Context: an optimization exercise on an open-source flow, tuned for small area. The choices shown serve that exercise and are no tape-out recipe. At most, simulation tests tie the RTL to the original design; equivalence was not proved. No functional check of the RTL was part of run 1.

==> flow/design.v, too long to show whole: its modules and the start of the top module <==
// module tv80_reg: 65 lines
// module tv80_alu: 161 lines
// module tv80_mcode: 2184 lines
// module tv80_core: 1107 lines
// module tv80s: 111 lines
module tv80s
#(
    parameter Mode    = 0,   
    parameter T2Write = 1,   
    parameter IOWait  = 1    
)
(
    input         reset_n, 
    input         clk, 
    input         cen,       
    input         wait_n, 
    input         int_n, 
    input         nmi_n, 
    input         busrq_n, 
    output        busak_n, 
    output        m1_n, 
    output        mreq_n, 
    output        iorq_n, 
    output        rd_n, 
    output        wr_n, 
    output        rfsh_n, 
    output        halt_n, 
    output [15:0] A, 
    input  [7:0]  di,
    output [7:0]  dout
);
  // ...
==> flow/flow/run.sh <==
#!/bin/bash
# ORFS flow (the standard.sh) with:
#  - an area-oriented ABC script (deepsyn + area-recovering mapping) in place
#    of ORFS's speed script; OpenROAD repairs timing as usual afterwards,
#  - CTS without dummy loads and with larger sink clusters,
#  - port buffers from the smallest buffer cell,
#  - a higher placement density.
set -euo pipefail
rm -rf scripts_local
cp -r "$FLOW_HOME/scripts" scripts_local
cp flow/abc_map.script scripts_local/abc_speed.script
bash standard.sh SCRIPTS_DIR="$PWD/scripts_local" \
  "CTS_ARGS=-sink_clustering_enable -repair_clock_nets -dont_use_dummy_load -sink_clustering_size 24 -sink_clustering_max_diameter 80" \
  "BUFFER_PORTS_ARGS=-buffer_cell sky130_fd_sc_hd__buf_1" \
  PLACE_DENSITY=0.75 \
  finish > standard.log 2>&1
==> flow/flow/abc_map.script <==
&get -n
&st
&deepsyn -J 20
&dch
&nf -R 1000
&put
topo
stime -c
==> flow/standard.sh <==
#!/bin/bash
# synth_recipe.tcl (not shown) runs the flow's synth.tcl, then flattens the netlist and writes it again
# the make line also repeats each setting of config.mk as NAME=value (left out here)
make -C /OpenROAD-flow-scripts/flow DESIGN_CONFIG=/design/flow/config.mk WORK_HOME=/design/flow/orfs CLKGATE_MAP_FILE= SYNTH_SCRIPT=/design/flow/synth_recipe.tcl "${@:-finish}"
==> flow/config.mk <==
export PLATFORM = sky130hd
export DESIGN_NAME = tv80s
export DESIGN_NICKNAME = tv80s
export VERILOG_FILES = /design/flow/design.v
export SDC_FILE = /design/flow/constraint.sdc
export NUM_CORES = 8
export LEC_CHECK = 0
export CAP_MARGIN = 20
export CORE_MARGIN = 2
export CORE_UTILIZATION = 40
export SLEW_MARGIN = 20
==> flow/constraint.sdc <==
create_clock -name core_clock -period 10.0 [get_ports {clk}]
set_input_delay 2.0000 -clock core_clock [delete_from_list [all_inputs] [get_ports {clk}]]
set_output_delay 2.0000 -clock core_clock [all_outputs]
set_load 0.01 [all_outputs]
==> results.json, run 1 <==
{
  "tns_ns": 0,
  "crit_top_cell": "a21oi_1",
  "nFlopsAndLatches": 336,
  "min_path_type": "reg -> reg",
  "synth.distinct_cells": 70,
  "wl_met1_um": 44900,
  "synth_top_family_by_area": "compound AO/OA/AOI/OAI gates",
  "layout.cells.non_filler": 3737,
  "worst-setup-path-type": "reg -> reg",
  "fin_area_um2": 26700,
  "status": "no timing/DRC/antenna violations",
  "multi_input_gates": 2206,
  "core-area_um2": 56400,
  "fin_skew_ns": 0.0682,
  "gr-usage-met1_pct": 51.3,
  "synth_xor_area_share_pct": 2.11,
  "antenna_left": 0,
  "gp_congestion": 1.10,
  "gr-total-overflow": 0,
  "synth_commonest_cells": "380 x nand2_1, 332 x nor2_1, 216 x o21ai_0, 164 x a21oi_1, 156 x edfxtp_1",
  "crit_path_start_kind": "flop",
  "multi_input_area_um2": 13300,
  "io_buffers": 45,
  "buffers": 311,
  "die_w_um": 243,
  "clk_share_pct": 2.43,
  "syn_area_per_cell_um2": 8.66,
  "worst-path-buf-inv": 3,
  "h-tree-depth": 1,
  "hold-worst-slack_ns": 0.481,
  "synth_compound_gate_area_share_pct": 27.7,
  "largest_cell_class": "multi-input combinational cells"
}
==> module tv80_reg, before the edit <==
module tv80_reg ( 
  DOBH, DOAL, DOBL, DOAH, 
  AddrC, AddrA, AddrA_r, AddrB, SelC, IncDecT, DIH, DIL, clk, CEN, WEH, WEL, DHswap
  );
    input  [2:0] AddrC;
    output [7:0] DOBH;
    input  [2:0] AddrA;
    input  [2:0] AddrB;
    input  [7:0] DIH;
    output [7:0] DOAL;
    input  [7:0] DIL;
    output [7:0] DOBL;
    output [7:0] DOAH;
    input  clk, CEN, WEH, WEL;
    input  [1:0] DHswap;
    input  [2:0] AddrA_r;   
    input        SelC;      
    input        IncDecT;   
  function [2:0] phys;
    input [2:0] a;
    input [1:0] sw;
    begin
      phys = a;
      if ((a[1:0] == 2'b01 || a[1:0] == 2'b10) && sw[a[2]])
        phys[1:0] = ~a[1:0];
    end
  endfunction
  wire [2:0] pA = phys(AddrA, DHswap);
  wire [2:0] pB = phys(AddrB, DHswap);
  wire [2:0] pC = phys(AddrC, DHswap);
  wire [2:0] pAr = phys(AddrA_r, DHswap);
  wire [2:0] pR = IncDecT ? pA : (SelC ? pC : pAr);
  reg [7:0] RegsH [0:7];
  reg [7:0] RegsL [0:7];
  integer i;
  always @(posedge clk)
    begin
      if (CEN)
        begin
          for (i = 0; i < 8; i = i + 1) begin
            if (WEH && pA == i) RegsH[i] <= DIH;
            if (WEL && pA == i) RegsL[i] <= DIL;
          end
        end
    end
  reg [7:0] sa, sb;
  reg [7:0] ah, al, bh, bl;
  always @* begin
    for (i = 0; i < 8; i = i + 1) begin
      sa[i] = (pR == i);
      sb[i] = (pB == i);
    end
    ah = 0; al = 0; bh = 0; bl = 0;
    for (i = 0; i < 8; i = i + 1) begin
      ah = ah | ({8{sa[i]}} & RegsH[i]);
      al = al | ({8{sa[i]}} & RegsL[i]);
      bh = bh | ({8{sb[i]}} & RegsH[i]);
      bl = bl | ({8{sb[i]}} & RegsL[i]);
    end
  end
  assign DOAH = ah;
  assign DOAL = al;
  assign DOBH = bh;
  assign DOBL = bl;
endmodule
==> module tv80_core, before the edit <==
module tv80_core ( 
  m1_n, iorq, no_read, write, rfsh_n, halt_n, busak_n, A, dout, mc,
  ts, intcycle_n, IntE, stop,
  reset_n, clk, cen, wait_n, int_n, nmi_n, busrq_n, dinst, di
  );
  parameter Mode = 1;    
  parameter IOWait = 1;  
  parameter Flag_C = 0;
  parameter Flag_N = 1;
  parameter Flag_P = 2;
  parameter Flag_X = 3;
  parameter Flag_H = 4;
  parameter Flag_Y = 5;
  parameter Flag_Z = 6;
  parameter Flag_S = 7;
  input     reset_n;            
  input     clk;                
  input     cen;                
  input     wait_n;             
  input     int_n;              
  input     nmi_n;              
  input     busrq_n;            
  output    m1_n;               
  output    iorq;               
  output    no_read;            
  output    write;              
  output    rfsh_n;             
  output    halt_n;             
  output    busak_n;            
  output [15:0] A; 
  input [7:0]   dinst;  
  input [7:0]   di;     
  output [7:0]  dout;     
  output [6:0]  mc;     
  output [6:0]  ts;     
  output        intcycle_n;     
  output        IntE;           
  output        stop;           
  reg    m1_n;          
  reg    iorq; 
  reg    halt_n;                
  reg    busak_n;               
  reg [15:0] A; 
  reg [7:0]  dout;        
  reg [6:0]  mc;        
  reg [6:0]  ts;        
  reg   intcycle_n;     
  reg   IntE;           
  reg   stop;           
  parameter     aNone    = 3'b111;
  parameter     aBC      = 3'b000;
  parameter     aDE      = 3'b001;
  parameter     aXY      = 3'b010;
  parameter     aIOA     = 3'b100;
  parameter     aSP      = 3'b101;
  parameter     aZI      = 3'b110;
  reg [7:0]     ACC, F;
  reg [7:0]     Ap, Fp;
  reg [7:0]     I;
  reg [15:0]    SP, PC;
  reg [7:0]     RegDIH;
  reg [7:0]     RegDIL;
  wire [15:0]   RegBusA;
  wire [15:0]   RegBusB;
  wire [15:0]   RegBusC;
  wire          RegSelC;
  assign RegBusC = RegBusA;
  wire          BusA_steal = RegSelC &
                             ~Set_BusA_To[3] & ~(Set_BusA_To[2] & Set_BusA_To[1]) &
                             (Set_BusB_To[3] | (Set_BusB_To[2] & Set_BusB_To[1]));
  reg [2:0]     RegAddrA_r;
  reg [2:0]     RegAddrA;
  reg [2:0]     RegAddrB_r;
  reg [2:0]     RegAddrB;
  reg [2:0]     RegAddrC;
  reg           RegWEH;
  reg           RegWEL;
  reg           Alternate;
  reg [15:0]    TmpAddr;         
  reg [7:0]     IR;              
  reg [1:0]     ISet;            
  reg [1:0]     DHswap;          
  reg [15:0]    ID16;
  reg [7:0]     Save_Mux;
  reg [2:0]     ts_b;
  reg [2:0]     mc_b;
  wire [6:0]    tstate = 7'b0000001 << ts_b;
  wire [6:0]    mcycle = 7'b0000001 << mc_b;
  reg           last_mcycle, last_tstate;
  reg           IntE_FF1;
  reg           IntE_FF2;
  reg           Halt_FF;
  reg           BusReq_s;
  reg           BusAck;
  reg           ClkEn;
  reg           NMI_s;
  reg           INT_s;
  reg [1:0]     IStatus;
  reg [7:0]     DI_Reg;
  reg           T_Res;
  reg [1:0]     XY_State;
  reg [2:0]     Pre_XY_F_M;
  reg           NextIs_XY_Fetch;
  reg           XY_Ind;
  reg           No_BTR;
  reg           BTR_r;
  reg           Auto_Wait;
  reg           Auto_Wait_t1;
  reg           Auto_Wait_t2;
  reg           IncDecZ;
  reg [7:0]     BusB;
  reg [7:0]     BusA;
  wire [7:0]    ALU_Q;
  wire [7:0]    F_Out;
  reg [4:0]     Read_To_Reg_r;
  reg           Arith16_r;
  reg           Z16_r;
  reg [3:0]     ALU_Op_r;
  reg           Save_ALU_r;
  reg           PreserveC_r;
  reg [2:0]     mcycles;
  wire [2:0]    mcycles_d;
  wire [2:0]    tstates;
  reg           IntCycle;
  reg           NMICycle;
  wire          Inc_PC;
  wire          Inc_WZ;
  wire [3:0]    IncDec_16;
  wire [1:0]    Prefix;
  wire          Read_To_Acc;
  wire          Read_To_Reg;
  wire [3:0]     Set_BusB_To;
  wire [3:0]     Set_BusA_To;
  wire [3:0]     ALU_Op;
  wire           Save_ALU;
  wire           PreserveC;
  wire           Arith16;
  wire [2:0]     Set_Addr_To;
  wire           Jump;
  wire           JumpE;
  wire           JumpXY;
  wire           Call;
  wire           RstP;
  wire           LDZ;
  wire           LDW;
  wire           LDSPHL;
  wire           iorq_i;
  wire [2:0]     Special_LD;
  wire           ExchangeDH;
  wire           ExchangeRp;
  wire           ExchangeAF;
  wire           ExchangeRS;
  wire           I_DJNZ;
  wire           I_CPL;
  wire           I_CCF;
  wire           I_SCF;
  wire           I_RETN;
  wire           I_BT;
  wire           I_BC;
  wire           I_BTR;
  wire           I_RLD;
  wire           I_RRD;
  wire           I_INRC;
  wire           SetDI;
  wire           SetEI;
  wire [1:0]     IMode;
  wire           Halt;
  reg [15:0]     PC16;
  reg [7:0]      PC16_B;
  reg [15:0]     SP16, SP16_A;
  reg [7:0]      SP16_B;
  reg            Oldnmi_n;
  tv80_mcode #(Mode, Flag_C, Flag_N, Flag_P, Flag_X, Flag_H, Flag_Y, Flag_Z, Flag_S) i_mcode
    (
     .IR                   (IR),
     .ISet                 (ISet),
     .MCycle               (mcycle),
     .F                    (F),
     .NMICycle             (NMICycle),
     .IntCycle             (IntCycle),
     .MCycles              (mcycles_d),
     .TStates              (tstates),
     .Prefix               (Prefix),
     .Inc_PC               (Inc_PC),
     .Inc_WZ               (Inc_WZ),
     .IncDec_16            (IncDec_16),
     .Read_To_Acc          (Read_To_Acc),
     .Read_To_Reg          (Read_To_Reg),
     .Set_BusB_To          (Set_BusB_To),
     .Set_BusA_To          (Set_BusA_To),
     .ALU_Op               (ALU_Op),
     .Save_ALU             (Save_ALU),
     .PreserveC            (PreserveC),
     .Arith16              (Arith16),
     .Set_Addr_To          (Set_Addr_To),
     .IORQ                 (iorq_i),
     .Jump                 (Jump),
     .JumpE                (JumpE),
     .JumpXY               (JumpXY),
     .Call                 (Call),
     .RstP                 (RstP),
     .LDZ                  (LDZ),
     .LDW                  (LDW),
     .LDSPHL               (LDSPHL),
     .Special_LD           (Special_LD),
     .ExchangeDH           (ExchangeDH),
     .ExchangeRp           (ExchangeRp),
     .ExchangeAF           (ExchangeAF),
     .ExchangeRS           (ExchangeRS),
     .I_DJNZ               (I_DJNZ),
     .I_CPL                (I_CPL),
     .I_CCF                (I_CCF),
     .I_SCF                (I_SCF),
     .I_RETN               (I_RETN),
     .I_BT                 (I_BT),
     .I_BC                 (I_BC),
     .I_BTR                (I_BTR),
     .I_RLD                (I_RLD),
     .I_RRD                (I_RRD),
     .I_INRC               (I_INRC),
     .SetDI                (SetDI),
     .SetEI                (SetEI),
     .IMode                (IMode),
     .Halt                 (Halt),
     .NoRead               (no_read),
     .Write                (write)
     );
  tv80_alu #(Mode, Flag_C, Flag_N, Flag_P, Flag_X, Flag_H, Flag_Y, Flag_Z, Flag_S) i_alu
    (
     .Arith16              (Arith16_r),
     .Z16                  (Z16_r),
     .ALU_Op               (ALU_Op_r),
     .IR                   (IR[5:0]),
     .ISet                 (ISet),
     .BusA                 (BusA),
     .BusB                 (BusB),
     .F_In                 (F),
     .Q                    (ALU_Q),
     .F_Out                (F_Out)
     );
  function [15:0] incdec16;
    input [15:0] a;
    input        dec;
    reg   [15:0] x, c;
    integer      k;
    begin
      x = a ^ {16{dec}};
      c[0] = 1'b1;
      for (k = 1; k < 16; k = k + 1)
        c[k] = c[k-1] & x[k-1];
      incdec16 = a ^ c;
    end
  endfunction
  function [15:0] add16s8;
    input [15:0] a;
    input [7:0]  b;
    reg   [8:0]  lo;
    reg   [7:0]  x, c;
    reg          inc, dec;
    integer      k;
    begin
      lo  = {1'b0, a[7:0]} + {1'b0, b};
      inc = lo[8] & ~b[7];
      dec = ~lo[8] & b[7];
      x = a[15:8] ^ {8{dec}};
      c[0] = inc | dec;
      for (k = 1; k < 8; k = k + 1)
        c[k] = c[k-1] & x[k-1];
      add16s8 = {a[15:8] ^ c, lo[7:0]};
    end
  endfunction
  function [6:0] number_to_bitvec;
    input [2:0] num;
    begin
      case (num)
        1 : number_to_bitvec = 7'b0000001;
        2 : number_to_bitvec = 7'b0000010;
        3 : number_to_bitvec = 7'b0000100;
        4 : number_to_bitvec = 7'b0001000;
        5 : number_to_bitvec = 7'b0010000;
        6 : number_to_bitvec = 7'b0100000;
        7 : number_to_bitvec = 7'b1000000;
        default : number_to_bitvec = 7'bx;
      endcase  
    end
  endfunction  
  function [2:0] mcyc_to_number;
    input [6:0] mcyc;
    begin
      casez (mcyc)
        7'b1zzzzzz : mcyc_to_number = 3'h7;
        7'b01zzzzz : mcyc_to_number = 3'h6;
        7'b001zzzz : mcyc_to_number = 3'h5;
        7'b0001zzz : mcyc_to_number = 3'h4;
        7'b00001zz : mcyc_to_number = 3'h3;
        7'b000001z : mcyc_to_number = 3'h2;
        7'b0000001 : mcyc_to_number = 3'h1;
        default : mcyc_to_number = 3'h1;
      endcase
    end
  endfunction
  always @*
    begin
      case (mcycles)
        1 : last_mcycle = mcycle[0];
        2 : last_mcycle = mcycle[1];
        3 : last_mcycle = mcycle[2];
        4 : last_mcycle = mcycle[3];
        5 : last_mcycle = mcycle[4];
        6 : last_mcycle = mcycle[5];
        7 : last_mcycle = mcycle[6];
        default : last_mcycle = 1'bx;
      endcase  
      case (tstates)
        0 : last_tstate = tstate[0];
        1 : last_tstate = tstate[1];
        2 : last_tstate = tstate[2];
        3 : last_tstate = tstate[3];
        4 : last_tstate = tstate[4];
        5 : last_tstate = tstate[5];
        6 : last_tstate = tstate[6];
        default : last_tstate = 1'bx;
      endcase
    end  
  always @*
    begin
      ClkEn = cen && ~ BusAck;
      if (last_tstate)
        T_Res = 1'b1;
      else T_Res = 1'b0;
      if (XY_State != 2'b00 && XY_Ind == 1'b0 &&
          ((Set_Addr_To == aXY) ||
           (mcycle[0] && IR == 8'b11001011) ||
           (mcycle[0] && IR == 8'b00110110)))
        NextIs_XY_Fetch = 1'b1;
      else 
        NextIs_XY_Fetch = 1'b0;
      if (ExchangeRp)
        Save_Mux = BusB;
      else if (!Save_ALU_r)
        Save_Mux = DI_Reg;
      else
        Save_Mux = ALU_Q;
    end  
  reg        s_jp, s_jxy, s_call, s_nmi, s_im2, s_def, s_jmp;
  reg        a_dt, a_c, a_t, a_pc, a_io, a_sp, a_inc;
  reg [15:0] A_next;
  reg [15:0] TmpAddr_inc;
  always @*
    begin
      s_jp   = Jump;
      s_jxy  = ~Jump & JumpXY;
      s_call = ~Jump & ~JumpXY & (Call | RstP);
      s_nmi  = ~Jump & ~JumpXY & ~(Call | RstP) & last_mcycle & NMICycle;
      s_im2  = ~Jump & ~JumpXY & ~(Call | RstP) & ~(last_mcycle & NMICycle) &
               mcycle[2] & IntCycle & (IStatus == 2'b10);
      s_def  = ~Jump & ~JumpXY & ~(Call | RstP) & ~(last_mcycle & NMICycle) &
               ~(mcycle[2] & IntCycle & (IStatus == 2'b10));
      s_jmp  = ~s_def;
      a_dt  = s_jp | (s_def & (Set_Addr_To == aZI) & ~Inc_WZ);
      a_c   = s_jxy | (s_def & (((Set_Addr_To == aXY) & (XY_State == 2'b00)) |
                                 (Set_Addr_To == aBC) | (Set_Addr_To == aDE)));
      a_t   = s_call | (s_def & (Set_Addr_To == aXY) & (XY_State != 2'b00) & ~NextIs_XY_Fetch);
      a_pc  = s_def & (((Set_Addr_To == aXY) & (XY_State != 2'b00) & NextIs_XY_Fetch) |
                       (Set_Addr_To == 3'b011) | (Set_Addr_To == aNone));
      a_io  = s_def & (Set_Addr_To == aIOA);
      a_sp  = s_def & (Set_Addr_To == aSP);
      a_inc = s_def & (Set_Addr_To == aZI) & Inc_WZ;
      TmpAddr_inc = PC16;    
      A_next[15:8] = ({8{a_dt}}  & DI_Reg)         |
                     ({8{a_c}}   & RegBusC[15:8])  |
                     ({8{a_t}}   & TmpAddr[15:8])  |
                     ({8{s_im2}} & I)              |
                     ({8{a_pc}}  & PC[15:8])       |
                     ({8{a_io}}  & ACC)            |
                     ({8{a_sp}}  & SP[15:8])       |
                     ({8{a_inc}} & TmpAddr_inc[15:8]);
      A_next[7:0]  = ({8{a_dt | a_t | s_im2}} & TmpAddr[7:0]) |
                     ({8{a_c}}   & RegBusC[7:0])   |
                     ({8{s_nmi}} & 8'h66)          |
                     ({8{a_pc}}  & PC[7:0])        |
                     ({8{a_io}}  & DI_Reg)         |
                     ({8{a_sp}}  & SP[7:0])        |
                     ({8{a_inc}} & TmpAddr_inc[7:0]);
    end
  assign RegSelC = (T_Res & a_c) |
                   (LDSPHL & ~(mcycle[0] & (tstate[1] | tstate[2] | tstate[3]))) |
                   (tstate[3] & mcycle[5]);
  always @ (posedge clk or negedge reset_n)
    begin
      if (reset_n == 1'b0 ) 
        begin
          PC <= 0;   
          A <= 0;
          TmpAddr <= 0;
          IR <= 8'b00000000;
          ISet <= 2'b00;
          XY_State <= 2'b00;
          IStatus <= 2'b00;
          mcycles <= 3'b000;
          dout <= 8'b00000000;
          ACC <= 8'hFF;
          F <= 8'hFF;
          Ap <= 8'hFF;
          Fp <= 8'hFF;
          I <= 0;
          SP <= 16'hFFFF;
          Alternate <= 1'b0;
          Read_To_Reg_r <= 5'b00000;
          Arith16_r <= 1'b0;
          BTR_r <= 1'b0;
          Z16_r <= 1'b0;
          ALU_Op_r <= 4'b0000;
          Save_ALU_r <= 1'b0;
          PreserveC_r <= 1'b0;
          XY_Ind <= 1'b0;
        end 
      else 
        begin
          if (ClkEn == 1'b1 ) 
            begin
              ALU_Op_r <= 4'b0000;
              Save_ALU_r <= 1'b0;
              Read_To_Reg_r <= 5'b00000;
              mcycles <= mcycles_d;
              if (IMode != 2'b11 ) 
                begin
                  IStatus <= IMode;
                end
              Arith16_r <= Arith16;
              PreserveC_r <= PreserveC;
              if (ISet == 2'b10 && ALU_Op[2] == 1'b0 && ALU_Op[0] == 1'b1 && mcycle[2] ) 
                begin
                  Z16_r <= 1'b1;
                end 
              else 
                begin
                  Z16_r <= 1'b0;
                end
              if (mcycle[0] && (tstate[1] | tstate[2] | tstate[3] )) 
                begin
                  if (tstate[2] && wait_n == 1'b1 ) 
                    begin
                      if (Jump == 1'b0 && Call == 1'b0 && NMICycle == 1'b0 && IntCycle == 1'b0 && ~ (Halt_FF == 1'b1 || Halt == 1'b1) ) 
                        begin
                          PC <= PC16;
                        end
                      if (IntCycle == 1'b1 && IStatus == 2'b01 ) 
                        begin
                          IR <= 8'b11111111;
                        end 
                      else if (Halt_FF == 1'b1 || (IntCycle == 1'b1 && IStatus == 2'b10) || NMICycle == 1'b1 ) 
                        begin
                          IR <= 8'b00000000;
			  TmpAddr[7:0] <= dinst;  
                        end 
                      else 
                        begin
                          IR <= dinst;
                        end
                      ISet <= 2'b00;
                      if (Prefix != 2'b00 ) 
                        begin
                          if (Prefix == 2'b11 ) 
                            begin
                              if (IR[5] == 1'b1 ) 
                                begin
                                  XY_State <= 2'b10;
                                end 
                              else 
                                begin
                                  XY_State <= 2'b01;
                                end
                            end 
                          else 
                            begin
                              if (Prefix == 2'b10 ) 
                                begin
                                  XY_State <= 2'b00;
                                  XY_Ind <= 1'b0;
                                end
                              ISet <= Prefix;
                            end
                        end 
                      else 
                        begin
                          XY_State <= 2'b00;
                          XY_Ind <= 1'b0;
                        end
                    end  
                end 
              else 
                begin
                  if (mcycle[5] ) 
                    begin
                      XY_Ind <= 1'b1;
                      if (Prefix == 2'b01 ) 
                        begin
                          ISet <= 2'b01;
                        end
                    end
                  if (T_Res == 1'b1 ) 
                    begin
                      BTR_r <= (I_BT || I_BC || I_BTR) && ~ No_BTR;
                      A <= A_next;
                      if (s_jmp)
                        PC <= A_next;
                      Save_ALU_r <= Save_ALU;
                      ALU_Op_r <= ALU_Op;
                      if (I_CPL == 1'b1 ) 
                        begin
                          ACC <= ~ ACC;
                          F[Flag_Y] <= ~ ACC[5];
                          F[Flag_H] <= 1'b1;
                          F[Flag_X] <= ~ ACC[3];
                          F[Flag_N] <= 1'b1;
                        end
                      if (I_CCF == 1'b1 ) 
                        begin
                          F[Flag_C] <= ~ F[Flag_C];
                          F[Flag_Y] <= ACC[5];
                          F[Flag_H] <= F[Flag_C];
                          F[Flag_X] <= ACC[3];
                          F[Flag_N] <= 1'b0;
                        end
                      if (I_SCF == 1'b1 ) 
                        begin
                          F[Flag_C] <= 1'b1;
                          F[Flag_Y] <= ACC[5];
                          F[Flag_H] <= 1'b0;
                          F[Flag_X] <= ACC[3];
                          F[Flag_N] <= 1'b0;
                        end
                    end  
                  if (tstate[2] && wait_n == 1'b1 ) 
                    begin
                      if (ISet == 2'b01 && mcycle[6] ) 
                        begin
                          IR <= dinst;
                        end
                      if (JumpE == 1'b1 ) 
                        begin
                          PC <= PC16;
                        end 
                      else if (Inc_PC == 1'b1 ) 
                        begin
                          PC <= PC16;
                        end
                      if (BTR_r == 1'b1 ) 
                        begin
                          PC <= PC16;
                        end
                      if (RstP == 1'b1 ) 
                        begin
                          TmpAddr <= { 10'h0, IR[5:3], 3'h0 };
                        end
                    end
                  if (tstate[3] && mcycle[5] ) 
                    begin
                      TmpAddr <= SP16;
                    end
                  if ((tstate[2] && wait_n == 1'b1) || (tstate[4] && mcycle[0]) ) 
                    begin
                      if (IncDec_16[2:0] == 3'b111 ) 
                        begin
                          SP <= SP16;
                        end
                    end
                  if (LDSPHL == 1'b1 ) 
                    begin
                      SP <= RegBusC;
                    end
                  if (ExchangeAF == 1'b1 ) 
                    begin
                      Ap <= ACC;
                      ACC <= Ap;
                      Fp <= F;
                      F <= Fp;
                    end
                  if (ExchangeRS == 1'b1 ) 
                    begin
                      Alternate <= ~ Alternate;
                    end
                end  
              if (tstate[3] ) 
                begin
                  if (LDZ == 1'b1 ) 
                    begin
                      TmpAddr[7:0] <= DI_Reg;
                    end
                  if (LDW == 1'b1 ) 
                    begin
                      TmpAddr[15:8] <= DI_Reg;
                    end
                  if (Special_LD[2] == 1'b1 ) 
                    begin
                      case (Special_LD[1:0])
                        2'b00 :
                          begin
                            ACC <= I;
                            F[Flag_P] <= IntE_FF2;
			    F[Flag_Z] <= (I == 0);
			    F[Flag_S] <= I[7];
			    F[Flag_H] <= 0;
			    F[Flag_N] <= 0; 
                          end
                        2'b01 :
                          begin
                            ACC <= 0;
                            F[Flag_P] <= IntE_FF2;
			    F[Flag_Z] <= (I == 0);
			    F[Flag_S] <= I[7];
			    F[Flag_H] <= 0;
			    F[Flag_N] <= 0; 
                          end
                        2'b10 :
                          I <= ACC;
                        default : ;
                      endcase
                    end
                end  
              if ((I_DJNZ == 1'b0 && Save_ALU_r == 1'b1) || ALU_Op_r == 4'b1001 ) 
                begin
                  if (Mode == 3 ) 
                    begin
                      F[6] <= F_Out[6];
                      F[5] <= F_Out[5];
                      F[7] <= F_Out[7];
                      if (PreserveC_r == 1'b0 ) 
                        begin
                          F[4] <= F_Out[4];
                        end
                    end 
                  else 
                    begin
                      F[7:1] <= F_Out[7:1];
                      if (PreserveC_r == 1'b0 ) 
                        begin
                          F[Flag_C] <= F_Out[0];
                        end
                    end
                end  
              if (T_Res == 1'b1 && I_INRC == 1'b1 ) 
                begin
                  F[Flag_H] <= 1'b0;
                  F[Flag_N] <= 1'b0;
                  if (DI_Reg[7:0] == 8'b00000000 ) 
                    begin
                      F[Flag_Z] <= 1'b1;
                    end 
                  else 
                    begin
                      F[Flag_Z] <= 1'b0;
                    end
                  F[Flag_S] <= DI_Reg[7];
                  F[Flag_P] <= ~ (^DI_Reg[7:0]);
                end  
              if (tstate[1] && Auto_Wait_t1 == 1'b0 ) 
                begin
                  dout <= BusB;
                  if (I_RLD == 1'b1 ) 
                    begin
                      dout[3:0] <= BusA[3:0];
                      dout[7:4] <= BusB[3:0];
                    end
                  if (I_RRD == 1'b1 ) 
                    begin
                      dout[3:0] <= BusB[7:4];
                      dout[7:4] <= BusA[3:0];
                    end
                end
              if (T_Res == 1'b1 ) 
                begin
                  Read_To_Reg_r[3:0] <= Set_BusA_To;
                  Read_To_Reg_r[4] <= Read_To_Reg;
                  if (Read_To_Acc == 1'b1 ) 
                    begin
                      Read_To_Reg_r[3:0] <= 4'b0111;
                      Read_To_Reg_r[4] <= 1'b1;
                    end
                end
              if (tstate[1] && I_BT == 1'b1 ) 
                begin
                  F[Flag_X] <= ALU_Q[3];
                  F[Flag_Y] <= ALU_Q[1];
                  F[Flag_H] <= 1'b0;
                  F[Flag_N] <= 1'b0;
                end
              if (I_BC == 1'b1 || I_BT == 1'b1 ) 
                begin
                  F[Flag_P] <= IncDecZ;
                end
              if ((tstate[1] && Save_ALU_r == 1'b0 && Auto_Wait_t1 == 1'b0) ||
                  (Save_ALU_r == 1'b1 && ALU_Op_r != 4'b0111) ) 
                begin
                  case (Read_To_Reg_r)
                    5'b10111 :
                      ACC <= Save_Mux;
                    5'b10110 :
                      dout <= Save_Mux;
                    5'b11000 :
                      SP[7:0] <= Save_Mux;
                    5'b11001 :
                      SP[15:8] <= Save_Mux;
                    5'b11011 :
                      F <= Save_Mux;
                    default : ;
                  endcase
                end  
            end  
        end  
    end
  always @ (posedge clk)
    begin
      if (ClkEn == 1'b1 ) 
        begin
          RegAddrA_r <=  { Alternate, Set_BusA_To[2:1] };
          if (XY_Ind == 1'b0 && XY_State != 2'b00 && Set_BusA_To[2:1] == 2'b10 ) 
            begin
              RegAddrA_r <= { XY_State[1],  2'b11 };
            end
          RegAddrB_r <= { Alternate, Set_BusB_To[2:1] };
          if (XY_Ind == 1'b0 && XY_State != 2'b00 && Set_BusB_To[2:1] == 2'b10 ) 
            begin
              RegAddrB_r <= { XY_State[1],  2'b11 };
            end
          RegAddrC <= { Alternate,  Set_Addr_To[1:0] };
          if ((JumpXY == 1'b1 || LDSPHL == 1'b1) ) 
            begin
              RegAddrC <= { Alternate, 2'b10 };
            end
          if (((JumpXY == 1'b1 || LDSPHL == 1'b1) && XY_State != 2'b00) || (mcycle[5]) ) 
            begin
              RegAddrC <= { XY_State[1],  2'b11 };
            end
          if (I_DJNZ == 1'b1 && Save_ALU_r == 1'b1 && Mode < 2 ) 
            begin
              IncDecZ <= F_Out[Flag_Z];
            end
          if ((tstate[2] || (tstate[3] && mcycle[0])) && IncDec_16[2:0] == 3'b100 ) 
            begin
              if (RegBusA == (IncDec_16[3] ? 16'h0001 : 16'hFFFF) ) 
                begin
                  IncDecZ <= 1'b0;
                end 
              else 
                begin
                  IncDecZ <= 1'b1;
                end
            end
          if (ExchangeDH == 1'b1 && tstate[4])
            begin
              if (Alternate)
                DHswap[1] <= ~DHswap[1];
              else
                DHswap[0] <= ~DHswap[0];
            end
        end
    end  
  always @*
    begin
      if ((tstate[2] || (tstate[3] && mcycle[0] && IncDec_16[2] == 1'b1)) && XY_State == 2'b00)
        RegAddrA = { Alternate, IncDec_16[1:0] };
      else if ((tstate[2] || (tstate[3] && mcycle[0] && IncDec_16[2] == 1'b1)) && IncDec_16[1:0] == 2'b10)
        RegAddrA = { XY_State[1], 2'b11 };
      else
        RegAddrA = RegAddrA_r;
      RegAddrB = BusA_steal ? RegAddrA_r : RegAddrB_r;
    end  
  always @*
    begin
      RegWEH = 1'b0;
      RegWEL = 1'b0;
      if ((tstate[1] && ~Save_ALU_r && ~Auto_Wait_t1) ||
          (Save_ALU_r && (ALU_Op_r != 4'b0111)) ) 
        begin
          case (Read_To_Reg_r)
            5'b10000 , 5'b10001 , 5'b10010 , 5'b10011 , 5'b10100 , 5'b10101 :
              begin
                RegWEH = ~ Read_To_Reg_r[0];
                RegWEL = Read_To_Reg_r[0];
              end  
            default : ;
          endcase  
        end  
      if (IncDec_16[2] && ((tstate[2] && wait_n && ~mcycle[0]) || (tstate[3] && mcycle[0])) ) 
        begin
          case (IncDec_16[1:0])
            2'b00 , 2'b01 , 2'b10 :
              begin
                RegWEH = 1'b1;
                RegWEL = 1'b1;
              end  
            default : ;
          endcase
        end
    end  
  always @*
    begin
      RegDIH = Save_Mux;
      RegDIL = Save_Mux;
      if (IncDec_16[2] == 1'b1 && ((tstate[2] && ~mcycle[0]) || (tstate[3] && mcycle[0])) ) 
        begin
          RegDIH = ID16[15:8];
          RegDIL = ID16[7:0];
        end
    end
  tv80_reg i_reg
    (
     .clk                  (clk),
     .CEN                  (ClkEn),
     .DHswap               (DHswap),
     .WEH                  (RegWEH),
     .WEL                  (RegWEL),
     .AddrA                (RegAddrA),
     .AddrA_r              (RegAddrA_r),
     .IncDecT              (tstate[2] | (tstate[3] & mcycle[0])),
     .AddrB                (RegAddrB),
     .AddrC                (RegAddrC),
     .DIH                  (RegDIH),
     .DIL                  (RegDIL),
     .DOAH                 (RegBusA[15:8]),
     .DOAL                 (RegBusA[7:0]),
     .DOBH                 (RegBusB[15:8]),
     .DOBL                 (RegBusB[7:0]),
     .SelC                 (RegSelC)
     );
  always @ (posedge clk)
    begin
      if (ClkEn == 1'b1 ) 
        begin
          case (Set_BusB_To)
            4'b0111 :
              BusB <= ACC;
            4'b0000 , 4'b0001 , 4'b0010 , 4'b0011 , 4'b0100 , 4'b0101 :
              begin
                if (Set_BusB_To[0] == 1'b1 ) 
                  begin
                    BusB <= RegBusB[7:0];
                  end 
                else 
                  begin
                    BusB <= RegBusB[15:8];
                  end
              end
            4'b0110 :
              BusB <= DI_Reg;
            4'b1000 :
              BusB <= SP[7:0];
            4'b1001 :
              BusB <= SP[15:8];
            4'b1010 :
              BusB <= 8'b00000001;
            4'b1011 :
              BusB <= F;
            4'b1100 :
              BusB <= PC[7:0];
            4'b1101 :
              BusB <= PC[15:8];
            4'b1110 :
              BusB <= 8'b00000000;
            default :
              BusB <= 8'h0;
          endcase
          case (Set_BusA_To)
            4'b0111 :
              BusA <= ACC;
            4'b0000 , 4'b0001 , 4'b0010 , 4'b0011 , 4'b0100 , 4'b0101 :
              begin
                if (Set_BusA_To[0] == 1'b1 )
                  begin
                    BusA <= BusA_steal ? RegBusB[7:0] : RegBusA[7:0];
                  end 
                else 
                  begin
                    BusA <= BusA_steal ? RegBusB[15:8] : RegBusA[15:8];
                  end
              end
            4'b0110 :
              BusA <= DI_Reg;
            4'b1000 :
              BusA <= SP[7:0];
            4'b1001 :
              BusA <= SP[15:8];
            4'b1010 :
              BusA <= 8'b00000000;
            default :
              BusA <=  8'h0;
          endcase
        end
    end
  assign rfsh_n = 1'b1;
  always @*
    begin
      mc = mcycle;
      ts = tstate;
      DI_Reg = di;
      halt_n = ~ Halt_FF;
      busak_n = ~ BusAck;
      intcycle_n = ~ IntCycle;
      IntE = IntE_FF1;
      iorq = iorq_i;
      stop = I_DJNZ;
    end
  always @ (posedge clk or negedge reset_n)
    begin : sync_inputs
      if (~reset_n) 
        begin
          BusReq_s <= 1'b0;
          INT_s <= 1'b0;
          NMI_s <= 1'b0;
          Oldnmi_n <= 1'b0;
        end 
      else
        begin
          if (cen == 1'b1 ) 
            begin
              BusReq_s <= ~ busrq_n;
              INT_s <= ~ int_n;
              if (NMICycle == 1'b1 ) 
                begin
                  NMI_s <= 1'b0;
                end 
              else if (nmi_n == 1'b0 && Oldnmi_n == 1'b1 ) 
                begin
                  NMI_s <= 1'b1;
                end
              Oldnmi_n <= nmi_n;
            end
        end
    end
  always @ (posedge clk or negedge reset_n)
    begin
      if (reset_n == 1'b0 ) 
        begin
          mc_b <= 3'd0;
          ts_b <= 3'd0;
          Pre_XY_F_M <= 3'b000;
          Halt_FF <= 1'b0;
          BusAck <= 1'b0;
          NMICycle <= 1'b0;
          IntCycle <= 1'b0;
          IntE_FF1 <= 1'b0;
          IntE_FF2 <= 1'b0;
          No_BTR <= 1'b0;
          Auto_Wait_t1 <= 1'b0;
          Auto_Wait_t2 <= 1'b0;
          m1_n <= 1'b1;
        end 
      else
        begin
          if (cen == 1'b1 ) 
            begin
              if (T_Res == 1'b1 ) 
                begin
                  Auto_Wait_t1 <= 1'b0;
                end 
              else 
                begin
		  Auto_Wait_t1 <= Auto_Wait || (iorq_i & ~Auto_Wait_t2);
                end
              Auto_Wait_t2 <= Auto_Wait_t1 & !T_Res;
              No_BTR <= (I_BT && (~ IR[4] || ~ F[Flag_P])) ||
                        (I_BC && (~ IR[4] || F[Flag_Z] || ~ F[Flag_P])) ||
                        (I_BTR && (~ IR[4] || F[Flag_Z]));
              if (tstate[2] ) 
                begin
                  if (SetEI == 1'b1 ) 
                    begin
                      if (!NMICycle)
                        IntE_FF1 <= 1'b1;
                      IntE_FF2 <= 1'b1;
                    end
                  if (I_RETN == 1'b1 ) 
                    begin
                      IntE_FF1 <= IntE_FF2;
                    end
                end
              if (tstate[3] ) 
                begin
                  if (SetDI == 1'b1 ) 
                    begin
                      IntE_FF1 <= 1'b0;
                      IntE_FF2 <= 1'b0;
                    end
                end
              if (IntCycle == 1'b1 || NMICycle == 1'b1 ) 
                begin
                  Halt_FF <= 1'b0;
                end
              if (mcycle[0] && tstate[2] && wait_n == 1'b1 ) 
                begin
                  m1_n <= 1'b1;
                end
              if (BusReq_s == 1'b1 && BusAck == 1'b1 ) 
                begin
                end 
              else 
                begin
                  BusAck <= 1'b0;
                  if (tstate[2] && wait_n == 1'b0 ) 
                    begin
                    end 
                  else if (T_Res == 1'b1 ) 
                    begin
                      if (Halt == 1'b1 ) 
                        begin
                          Halt_FF <= 1'b1;
                        end
                      if (BusReq_s == 1'b1 ) 
                        begin
                          BusAck <= 1'b1;
                        end 
                      else 
                        begin
                          ts_b <= 3'd1;
                          if (NextIs_XY_Fetch == 1'b1 ) 
                            begin
                              mc_b <= 3'd5;
                              Pre_XY_F_M <= mc_b + 3'd1;
                              if (IR == 8'b00110110 && Mode == 0 ) 
                                begin
                                  Pre_XY_F_M <= 3'b010;
                                end
                            end 
                          else if ((mcycle[6]) || (mcycle[5] && Mode == 1 && ISet != 2'b01) ) 
                            begin
                              mc_b <= Pre_XY_F_M;
                            end 
                          else if ((last_mcycle) ||
                                   No_BTR == 1'b1 ||
                                   (mcycle[1] && I_DJNZ == 1'b1 && IncDecZ == 1'b1) ) 
                            begin
                              m1_n <= 1'b0;
                              mc_b <= 3'd0;
                              IntCycle <= 1'b0;
                              NMICycle <= 1'b0;
                              if (NMI_s == 1'b1 && Prefix == 2'b00 ) 
                                begin
                                  NMICycle <= 1'b1;
                                  IntE_FF1 <= 1'b0;
                                end 
                              else if ((IntE_FF1 == 1'b1 && INT_s == 1'b1) && Prefix == 2'b00 && SetEI == 1'b0 ) 
                                begin
                                  IntCycle <= 1'b1;
                                  IntE_FF1 <= 1'b0;
                                  IntE_FF2 <= 1'b0;
                                end
                            end 
                          else 
                            begin
                              mc_b <= (mc_b == 3'd6) ? 3'd0 : mc_b + 3'd1;
                            end
                        end
                    end 
                  else 
                    begin    
                      if ( ~(Auto_Wait == 1'b1 && Auto_Wait_t2 == 1'b0) &&
                           ~(IOWait == 1 && iorq_i == 1'b1 && Auto_Wait_t1 == 1'b0) ) 
                        begin
                          ts_b <= (ts_b == 3'd6) ? 3'd0 : ts_b + 3'd1;
                        end
                    end
                end
              if (tstate[0]) 
                begin
                  m1_n <= 1'b0;
                end
            end
        end
    end
  always @*
    begin
      if (~tstate[2])
        PC16_B = 8'h01;
      else if (JumpE == 1'b1)
        PC16_B = DI_Reg;
      else if (BTR_r == 1'b1)
        PC16_B = 8'hFE;            
      else
        PC16_B = 8'h01;
      PC16 = add16s8(tstate[2] ? PC : TmpAddr, PC16_B);
      if (tstate[3] & mcycle[5])
        begin
          SP16_A = RegBusA;
          SP16_B = DI_Reg;
        end
      else
        begin
          SP16_A = (IncDec_16[1:0] == 2'b11) ? SP : RegBusA;
          SP16_B = IncDec_16[3] ? 8'hFF : 8'h01;
        end
      SP16 = add16s8(SP16_A, SP16_B);
      ID16 = SP16;
    end  
  always @*
    begin
      Auto_Wait = 1'b0;
      if (IntCycle == 1'b1 || NMICycle == 1'b1 ) 
        begin
          if (mcycle[0] ) 
            begin
              Auto_Wait = 1'b1;
            end
        end
    end  
endmodule  
==> inputs of run 2 (changes only) <==
--- a/flow/design.v
+++ b/flow/design.v
@@ -1,4 +1,4 @@
 module tv80_reg ( 
-  DOBH, DOAL, DOBL, DOAH, 
-  AddrC, AddrA, AddrA_r, AddrB, SelC, IncDecT, DIH, DIL, clk, CEN, WEH, WEL, DHswap
+  DOBH, DOAL, DOCL, DOBL, DOCH, DOAH, 
+  AddrC, AddrA, AddrB, DIH, DIL, clk, CEN, WEH, WEL, DHswap
   );
@@ -10,4 +10,6 @@
     output [7:0] DOAL;
+    output [7:0] DOCL;
     input  [7:0] DIL;
     output [7:0] DOBL;
+    output [7:0] DOCH;
     output [7:0] DOAH;
@@ -15,5 +17,2 @@
     input  [1:0] DHswap;
-    input  [2:0] AddrA_r;   
-    input        SelC;      
-    input        IncDecT;   
   function [2:0] phys;
@@ -30,4 +29,2 @@
   wire [2:0] pC = phys(AddrC, DHswap);
-  wire [2:0] pAr = phys(AddrA_r, DHswap);
-  wire [2:0] pR = IncDecT ? pA : (SelC ? pC : pAr);
   reg [7:0] RegsH [0:7];
@@ -45,10 +42,11 @@
     end
-  reg [7:0] sa, sb;
-  reg [7:0] ah, al, bh, bl;
+  reg [7:0] sa, sb, sc;
+  reg [7:0] ah, al, bh, bl, ch, cl;
   always @* begin
     for (i = 0; i < 8; i = i + 1) begin
-      sa[i] = (pR == i);
+      sa[i] = (pA == i);
       sb[i] = (pB == i);
+      sc[i] = (pC == i);
     end
-    ah = 0; al = 0; bh = 0; bl = 0;
+    ah = 0; al = 0; bh = 0; bl = 0; ch = 0; cl = 0;
     for (i = 0; i < 8; i = i + 1) begin
@@ -58,2 +56,4 @@
       bl = bl | ({8{sb[i]}} & RegsL[i]);
+      ch = ch | ({8{sc[i]}} & RegsH[i]);
+      cl = cl | ({8{sc[i]}} & RegsL[i]);
     end
@@ -64,2 +64,4 @@
   assign DOBL = bl;
+  assign DOCH = ch;
+  assign DOCL = cl;
 endmodule
@@ -2477,7 +2479,2 @@
   wire [15:0]   RegBusC;
-  wire          RegSelC;
-  assign RegBusC = RegBusA;
-  wire          BusA_steal = RegSelC &
-                             ~Set_BusA_To[3] & ~(Set_BusA_To[2] & Set_BusA_To[1]) &
-                             (Set_BusB_To[3] | (Set_BusB_To[2] & Set_BusB_To[1]));
   reg [2:0]     RegAddrA_r;
@@ -2780,3 +2777,3 @@
       a_inc = s_def & (Set_Addr_To == aZI) & Inc_WZ;
-      TmpAddr_inc = PC16;    
+      TmpAddr_inc = incdec16(TmpAddr, 1'b0);
       A_next[15:8] = ({8{a_dt}}  & DI_Reg)         |
@@ -2797,5 +2794,2 @@
     end
-  assign RegSelC = (T_Res & a_c) |
-                   (LDSPHL & ~(mcycle[0] & (tstate[1] | tstate[2] | tstate[3]))) |
-                   (tstate[3] & mcycle[5]);
   always @ (posedge clk or negedge reset_n)
@@ -3177,5 +3171,12 @@
         RegAddrA = { XY_State[1], 2'b11 };
+      else if (ExchangeDH == 1'b1 && tstate[3])
+        RegAddrA = { Alternate, 2'b10 };
+      else if (ExchangeDH == 1'b1 && tstate[4])
+        RegAddrA = { Alternate, 2'b01 };
       else
         RegAddrA = RegAddrA_r;
-      RegAddrB = BusA_steal ? RegAddrA_r : RegAddrB_r;
+      if (ExchangeDH == 1'b1 && tstate[3])
+        RegAddrB = { Alternate, 2'b01 };
+      else
+        RegAddrB = RegAddrB_r;
     end  
@@ -3227,4 +3228,2 @@
      .AddrA                (RegAddrA),
-     .AddrA_r              (RegAddrA_r),
-     .IncDecT              (tstate[2] | (tstate[3] & mcycle[0])),
      .AddrB                (RegAddrB),
@@ -3237,3 +3236,4 @@
      .DOBL                 (RegBusB[7:0]),
-     .SelC                 (RegSelC)
+     .DOCH                 (RegBusC[15:8]),
+     .DOCL                 (RegBusC[7:0])
      );
@@ -3283,3 +3283,3 @@
                   begin
-                    BusA <= BusA_steal ? RegBusB[7:0] : RegBusA[7:0];
+                    BusA <= RegBusA[7:0];
                   end 
@@ -3287,3 +3287,3 @@
                   begin
-                    BusA <= BusA_steal ? RegBusB[15:8] : RegBusA[15:8];
+                    BusA <= RegBusA[15:8];
                   end
@@ -3485,5 +3485,3 @@
     begin
-      if (~tstate[2])
-        PC16_B = 8'h01;
-      else if (JumpE == 1'b1)
+      if (JumpE == 1'b1)
         PC16_B = DI_Reg;
@@ -3493,6 +3491,5 @@
         PC16_B = 8'h01;
-      PC16 = add16s8(tstate[2] ? PC : TmpAddr, PC16_B);
-      if (tstate[3] & mcycle[5])
+      if (tstate[3])
         begin
-          SP16_A = RegBusA;
+          SP16_A = RegBusC;
           SP16_B = DI_Reg;
@@ -3501,7 +3498,8 @@
         begin
-          SP16_A = (IncDec_16[1:0] == 2'b11) ? SP : RegBusA;
+          SP16_A = SP;
           SP16_B = IncDec_16[3] ? 8'hFF : 8'h01;
         end
+      ID16 = incdec16(RegBusA, IncDec_16[3]);
+      PC16 = add16s8(PC, PC16_B);
       SP16 = add16s8(SP16_A, SP16_B);
-      ID16 = SP16;
     end  
--- a/flow/flow/run.sh
+++ b/flow/flow/run.sh
@@ -4,2 +4,5 @@
 #    of ORFS's speed script; OpenROAD repairs timing as usual afterwards,
+#  - the buffers that timing-driven global placement inserts removed again
+#    right after it (repair_design / repair_timing add back what is needed),
+#    with a 0.15 ns setup margin for repair_timing,
 #  - CTS without dummy loads and with larger sink clusters,
@@ -15,2 +18,4 @@
   PLACE_DENSITY=0.75 \
+  POST_GLOBAL_PLACE_TCL="$PWD/flow/post_gpl.tcl" \
+  SETUP_SLACK_MARGIN=0.15 \
   finish > standard.log 2>&1
==> flow/flow/post_gpl.tcl (new file) <==
# Drop the buffers that timing-driven global placement added (instances named
# place*): each buffer's loads are moved back to its input net. repair_design
# and repair_timing later add back only the buffers that are needed.
set block [ord::get_db_block]
set n 0
foreach inst [$block getInsts] {
  if {![string match "place*" [$inst getName]]} { continue }
  set master [$inst getMaster]
  if {![string match "sky130_fd_sc_hd__buf_*" [$master getName]]} { continue }
  set in_net [[$inst findITerm A] getNet]
  set out_net [[$inst findITerm X] getNet]
  if {$in_net == "NULL" || $out_net == "NULL"} { continue }
  if {[llength [$out_net getBTerms]] > 0} { continue }
  foreach it [$out_net getITerms] {
    if {[$it getInst] == $inst} { continue }
    $it disconnect
    $it connect $in_net
  }
  odb::dbInst_destroy $inst
  odb::dbNet_destroy $out_net
  incr n
}
puts "post-gpl: removed $n placement buffers"
==> results.json, run 2 <==
{
  "drt_iter0_markers": 4813,
  "h-tree-depth": 1,
  "grt_pass1_wl_um": 174000,
  "maxSlewHeadroom_pct": 19.4,
  "synth_edf_count": 156,
  "clk_latency_ns": 0.63,
  "critical-path-top-delay-family": "simple AND/OR/NAND/NOR gates",
  "setup_viol": 0,
  "ys_seq_area_share_pct": 39.3,
  "fmax_mhz": 107,
  "drc": 0,
  "yosys.area.top_type": "edfxtp_1",
  "status": "no timing/DRC/antenna violations",
  "dpl.hpwl_um": 90700,
  "crit_slowest_cell": "nand2_1",
  "drv_cap": 0,
  "worstHoldStart": "i_tv80_core.Read_To_Reg_r[4]$_DFFE_PN0P_",
  "synth_area_leaders": "edfxtp_1 20%, dfrtp_1 13%, nand2_1 6.4%",
  "worst_pin_slew_ns": 1.21,
  "start_util_pct": 40.6,
  "numCtsBuffers": 28,
  "ys_seq_elements": 336,
  "track_usage_pct": 38.9,
  "synth.distinct_cells": 69,
  "slew_violations": 0,
  "path_max_fanout": 22,
  "grt_max_degree": 143,
  "crit_top_cell": "nand2_1",
  "period_share_pct": 93.8,
  "rsz0062_at_grt": "false",
  "holdPathEnd": "i_tv80_core.Read_To_Reg_r[4]$_DFFE_PN0P_",
  "filler_cell_count": 5648,
  "worst-setup-path-type": "reg -> reg",
  "syn_area_per_cell_um2": 8.54,
  "root_buffer": "clkbuf_16",
  "cpPeakStageDelay_ns": 0.95,
  "timing.rr.end": "i_tv80_core.i_reg.RegsH[6][7]$_DFFE_PP_",
  "critPathRequiredTime_ns": 10.36,
  "whs_path_depth": 2,
  "endpoint_kind": "flop",
  "die_w_um": 247,
  "gr-usage-met1_pct": 51.7,
  "vias": 26630,
  "r2r_slack_ns": 0.62,
  "cts_sinks": 336,
  "reg2reg_depth": 31,
  "totalWireLength_um": 121000,
  "layout_min_cycle_time_ns": 9.38,
  "antenna_left": 0,
  "path_depth": 31,
  "rows": 88,
  "crit_path_start_kind": "flop",
  "fin_skew_ns": 0.0842,
  "tns_ns": 0,
  "die-area_um2": 60900,
  "use_met3_pct": 9.64,
  "cts_buffer_depth": 3,
  "hold-worst-slack_ns": 0.478,
  "place_ws_ns": -0.940,
  "top_regs": "i_tv80_core.i_reg.RegsH: 64 flops, i_tv80_core.i_reg.RegsL: 64 flops",
  "netlist_area_um2": 23600,
  "io_buffers": 45,
  "core-area_um2": 58000,
  "tritoncts": "yes",
  "timing.final.hold_violations": 0,
  "yosys.area.top_type_share_pct": 19.9,
  "ios": 47,
  "routed_via_density": 7.34,
  "timing.final.ws_setup_ns": 0.624,
  "synthArstFlopShare_pct": 53.6,
  "drive_above_1_share_pct": 6.99,
  "antenna_found_initial": 3,
  "area_delta_synth_final_pct": 11.0,
  "grt_pass1_vias": 24802,
  "min_path_type": "reg -> reg",
  "synth_flop_cell": "edfxtp_1",
  "use_met2_pct": 57.7,
  "synth_commonest_cells": "400 x nand2_1, 333 x nor2_1, 243 x a21oi_1, 179 x o21ai_0, 156 x edfxtp_1",
  "yosys.cell_count.top_type": "nand2_1",
  "fin_nets": 2945,
  "synthesis.nets": 2843,
  "final_common_cell": "nand2_1",
  "crit_arrival_ns": 9.74,
  "first_pass_iters": 14,
  "final_core_util_pct": 45.1,
  "gr-total-overflow": 0,
  "final_cell_mix": "398 x nand2_1, 316 x nor2_1, 234 x a21oi_1, 170 x o21ai_0, 156 x edfxtp_1",
  "ys_warn_count": 7,
  "grt_busiest_layer": "met2",
  "clkTransAtPathRegs_ns": 0.09,
  "syn-instance-count": 2761,
  "die_y_um": 247,
  "wl_per_cell_um": 33.4,
  "diodes": 0,
  "worst-path-buf-inv": 1,
  "rr_startpoint": "i_tv80_core.mc_b[0]$_DFFE_PN0P_"
}
run 2: cell families after synthesis:
family	after synthesis	share of synthesized area, %
AOI/OAI and AO/OA	973	28.7
adders and majority gates	67	3.68
xor gates and xnor gates	67	2.49
DFF	336	39.3
buffers and inverters	82	1.32
muxes	28	1.32
and+or+nand+nor	1207	23.2
other	1	0.0159
run 2: layout make-up:
cell class | instances | area, um2 | area share [%]
well taps | 765 | 957 | 3.66
inverters | 81 | 314 | 1.20
clock buffers | 28 | 701 | 2.68
flip-flops and latches | 336 | 9270 | 35.4
multi-input cells | 2343 | 14400 | 55.2
repair buffers | 73 | 502 | 1.92
run 2: worst max path at each step:
| stage | start | endpoint | slack (ns) |
|---|---|---|---|
| finish | i_tv80_core.mc_b[0]$_DFFE_PN0P_ | i_tv80_core.i_reg.RegsH[6][7]$_DFFE_PP_ | 0.62 |
| global route | i_tv80_core.IR[7]$_DFFE_PN0P_ | i_tv80_core.i_reg.RegsH[2][7]$_DFFE_PP_ | 0.26 |
| CTS | i_tv80_core.IR[3]$_DFFE_PN0P_ | i_tv80_core.i_reg.RegsH[1][6]$_DFFE_PP_ | 0.32 |
| detailed placement | i_tv80_core.IR[4]$_DFFE_PN0P_ | i_tv80_core.i_reg.RegsH[2][7]$_DFFE_PP_ | -0.94 |
| global placement | i_tv80_core.IR[6]$_DFFE_PN0P_ | i_tv80_core.i_reg.RegsH[3][7]$_DFFE_PP_ | 1.75 |
| floorplan | i_tv80_core.IR[3]$_DFFE_PN0P_ | i_tv80_core.i_reg.RegsH[0][7]$_DFFE_PP_ | 1.55 |
run 2: tightest hold or removal path, cell delays in order (launching register included):
cell and delay (ns):
dfrtp_1 0.35, nand2_1 0.05, nand2_1 0.05
run 2: timing repair:
item | 4_1_cts | 5_1_grt
setup endpoints to repair | 112 | 72
resized for setup | 18 | 12
hold buffers | 0 | 0
pin swaps | 0 | 2
buffers inserted | 0 | 3
run 2: through the flow:
step,cell area [um2],instances
2_1_floorplan,23600,2761
3_3_place_gp,25800,3694
3_5_place_dp,25300,3591
4_1_cts,26000,3619
5_1_grt,26200,3626
6_report,26200,3626
run 2: per-layer routing:
layer | part of all wire (%) | wire length (um)
met2 | 42 | 50600
met1 | 38 | 46500
met5 | 0.11 | 136
met4 | 7.1 | 8630
met3 | 12 | 15100

[static timing again, ports no longer ideal]
Ports are ideal in the flow. The routed layouts listed here were re-timed in OpenROAD. Step 1, drivers: a clkbuf_16 drives clk and a buf_2 each remaining input, both assumed. Step 2, shift: input delay + t, output delay - t, t = (earliest + latest rising clock arrival at the registers) / 2. This alone moves slack from input paths to output paths. Three values: no drivers, after step 1, after step 2; two values: the first two.
run | shift t [ns] | slack for setup (ns) | clock arrival spread, ns | worst data-port slew with drivers (ns) | cell pins on the clock port's net
run 1 | 0.633 | 0.706 / 0.706 / 0.706 | 0.068 / 0.069 | 0.03 | 1
run 2 | 0.654 | 0.624 / 0.624 / 0.624 | 0.084 / 0.084 | 0.05 | 1
After both steps setup and hold are still met in every run listed.
